Context: an optimization exercise on an open-source flow, tuned for small area, a short achievable clock period and few clock cycles. The choices shown serve that exercise and are no tape-out recipe.
Power is estimated from default activity; no workload was simulated.

==> 08-25: inputs <==
==> flow/design.v <==
module SimpleCPU(clk,rst,wrEn,data_fromRAM,addr_toRAM,data_toRAM,pCounter);
parameter SIZE = 13;
input clk,rst;
input wire [15:0] data_fromRAM;
output reg wrEn;
output reg [15:0] data_toRAM;
output reg [SIZE-1:0] addr_toRAM;
output reg [SIZE-1:0] pCounter;
localparam OP_ADD = 3'd0, OP_NAND = 3'd1, OP_SRL = 3'd2, OP_LT = 3'd3,
           OP_BZ = 3'd4, OP_CP2W = 3'd5, OP_CPFW = 3'd6, OP_MUL = 3'd7;
localparam S_F = 3'd0, S_I = 3'd1, S_E = 3'd2, S_D = 3'd3, S_M = 3'd4;
localparam MR = 2;
reg [2:0] state, stateNxt;
reg [2:0] op, opNxt;
reg [15:0] W, WNxt;
reg [15:0] opnd, acc;
reg [12:0] pcNxt;
wire [15:0] d = data_fromRAM;
wire [2:0] dOp = d[15:13];
wire dZero = ~|d[12:0];
wire wNZ = |W;
wire [12:0] pcInc = pCounter + 13'd1;
wire isLT = (op == OP_LT);
wire [16:0] sum = {1'b0, W} + {1'b0, d ^ {16{isLT}}} + {16'd0, isLT};
wire [3:0] sh = d[3:0];
wire shLeft = d[4];
wire shZero = (|d[15:5]) | (shLeft & ~|sh);
wire [15:0] shIn, shOut, shRes;
genvar k;
generate for (k = 0; k < 16; k = k + 1) begin : rev
    assign shIn[k] = shLeft ? W[15-k] : W[k];
    assign shRes[k] = shLeft ? shOut[15-k] : shOut[k];
end endgenerate
assign shOut = shIn >> sh;
wire inM = (state == S_M);
wire [15:0] mB = opnd;
wire [15:0] mAcc = acc;
reg [15:0] mSum;
integer j;
always @(*) begin
    mSum = mAcc;
    for (j = 0; j < MR; j = j + 1)
        mSum = mSum + ((W << j) & {16{mB[j]}});
end
wire [15:0] mBRest = mB >> MR;
wire [15:0] mWRest = W << MR;
wire mDone = ~|mBRest | ~|mWRest;
reg [15:0] alu;
always @(*) begin
    case (op)
        OP_ADD:  alu = sum[15:0];
        OP_NAND: alu = ~(W & d);
        OP_SRL:  alu = shZero ? 16'd0 : shRes;
        OP_LT:   alu = {15'd0, ~sum[16]};
        default: alu = d;
    endcase
end
always @(*) begin
    stateNxt = state;
    opNxt = op;
    WNxt = W;
    pcNxt = pCounter;
    wrEn = 1'b0;
    data_toRAM = W;
    addr_toRAM = pcInc;
    case (state)
        S_F: begin
            opNxt = dOp;
            if (dOp == OP_BZ && wNZ) begin
                pcNxt = pcInc;
            end else begin
                addr_toRAM = {d[12:3], d[2] | dZero, d[1:0]};
                if (dZero)
                    stateNxt = S_I;
                else if (dOp == OP_CPFW) begin
                    wrEn = 1'b1;
                    pcNxt = pcInc;
                    stateNxt = S_D;
                end else
                    stateNxt = S_E;
            end
        end
        S_I: begin
            addr_toRAM = d[12:0];
            if (op == OP_CPFW) begin
                wrEn = 1'b1;
                pcNxt = pcInc;
                stateNxt = S_D;
            end else
                stateNxt = S_E;
        end
        S_E: begin
            if (op == OP_BZ) begin
                addr_toRAM = d[12:0];
                pcNxt = d[12:0];
                stateNxt = S_F;
            end else if (op == OP_MUL) begin
                stateNxt = S_M;
            end else begin
                WNxt = alu;
                pcNxt = pcInc;
                stateNxt = S_F;
            end
        end
        S_M: begin
            if (mDone) begin
                WNxt = mSum;
                pcNxt = pcInc;
                stateNxt = S_F;
            end else
                WNxt = mWRest;
        end
        default: begin  
            addr_toRAM = pCounter;
            stateNxt = S_F;
        end
    endcase
    if (rst) begin
        stateNxt = S_D;
        WNxt = 16'd0;
        pcNxt = 13'd0;
    end
end
always @(posedge clk) begin
    state <= stateNxt;
    op <= opNxt;
    W <= WNxt;
    pCounter <= pcNxt;
    opnd <= inM ? mBRest : d;
    acc <= inM ? mSum : 16'd0;
end
endmodule
==> flow/flow/run.sh <==
#!/bin/bash
# The standard layout (the standard.sh, standard synthesis unchanged), with
# buf_2 cells instead of the default port buffers; make's output goes to
# standard.log and each ORFS step logs under orfs/logs/.
export BUFFER_PORTS_ARGS="-buffer_cell sky130_fd_sc_hd__buf_2"
bash standard.sh > standard.log 2>&1
==> flow/standard.sh <==
#!/bin/bash
# synth_recipe.tcl (not shown) runs the flow's synth.tcl, then flattens the netlist and writes it again
# the make line also repeats each setting of config.mk as NAME=value (left out here)
make -C /OpenROAD-flow-scripts/flow DESIGN_CONFIG=/design/flow/config.mk WORK_HOME=/design/flow/orfs CLKGATE_MAP_FILE= SYNTH_SCRIPT=/design/flow/synth_recipe.tcl "${@:-finish}"
==> flow/config.mk <==
export PLATFORM = sky130hd
export DESIGN_NAME = SimpleCPU
export DESIGN_NICKNAME = SimpleCPU
export VERILOG_FILES = /design/flow/design.v
export SDC_FILE = /design/flow/constraint.sdc
export NUM_CORES = 4
export LEC_CHECK = 0
export CAP_MARGIN = 20
export CORE_MARGIN = 2
export CORE_UTILIZATION = 40
export PLACE_DENSITY = 0.6
export SETUP_SLACK_MARGIN = 4.75
export SLEW_MARGIN = 20
==> flow/constraint.sdc <==
create_clock -name core_clock -period 10.0 [get_ports {clk}]
set_input_delay 2.0000 -clock core_clock [delete_from_list [all_inputs] [get_ports {clk}]]
set_output_delay 2.0000 -clock core_clock [all_outputs]
set_load 0.01 [all_outputs]
==> inputs of 05-26, as changes to 08-25 <==
--- a/flow/config.mk
+++ b/flow/config.mk
@@ -5,6 +5,7 @@
 export SDC_FILE = /design/flow/constraint.sdc
 export NUM_CORES = 4
 export LEC_CHECK = 0
+export ABC_AREA = 1
 export CAP_MARGIN = 20
 export CORE_MARGIN = 2
 export CORE_UTILIZATION = 40
==> metrics.md <==
| Metric | Value |
|---|---|
| CP bufs+invs | `2` |
| Post-place setup slack | `4.02 ns` |
| Sw Share | `0.348` |
| Outcome | `finished clean` |
| WP depth | `7` |
| Worst-margin pin slew | `1.05 ns` |
| Total Power | `1.01 mW` |
| Multi-input combinational area share | `0.667` |
| DRT met1 WL | `11100 um` |
| Vias in the first global route | `7405` |
| Period minus WS final | `5.54 ns` |
| First-pass GRT wire length | `41400 um` |
| FF-to-FF path depth | `12` |
| Largest net degree at the start of global routing | `37` |
| Via count | `7788` |
| Final #Nets | `1042` |
| Non-CTS inverters | `22` |
| M3 GR Usage | `0.0465` |
| Commonest cells post-synth | `101 x nand2_1, 78 x nor2_1, 65 x o21ai_0` |
The numbers above come from 08-25.

==> metrics.md <==
| Metric | Value |
|---|---|
| Outcome | `finished clean` |
| Non-CTS inverters | `148` |
| Largest net degree at the start of global routing | `45` |
| Multi-input combinational area share | `0.625` |
| Via count | `8500` |
| Total Power | `991 uW` |
| First-pass GRT wire length | `42700 um` |
| Final #Nets | `1328` |
| WP depth | `9` |
| Worst-margin pin slew | `1.01 ns` |
| Commonest cells post-synth | `305 x nand2_1, 150 x nand3_1, 132 x inv_1` |
The numbers above come from 05-26.

No functional check of the RTL was part of any run of this note.

what the ideal ports hide:
No port has a modelled driver above. Below, the same layouts with a new extraction and two added sets of constraints.
Step 1: set_driving_cell puts a clkbuf_16 on clk and a buf_2 on each other input, an assumption about the parent block.
Step 2, shift: input delay + t, output delay - t, t = (earliest + latest rising clock arrival at the registers) / 2. This alone moves slack from input paths to output paths.
Three values: ideal ports, drivers, drivers and shift; two values: the first two.
run	shift t [ns]	slack for setup (ns)	worst data-port slew with drivers (ns)
08-25	0.385	4.456 / 4.402 / 4.402	0.08
05-26	0.389	4.795 / 4.749 / 4.749	0.07
After both steps setup and hold are still met in every run listed. For 08-25, which loses most, drivers alone change the setup slack by -0.054 ns; drivers and shift together by -0.054 ns.
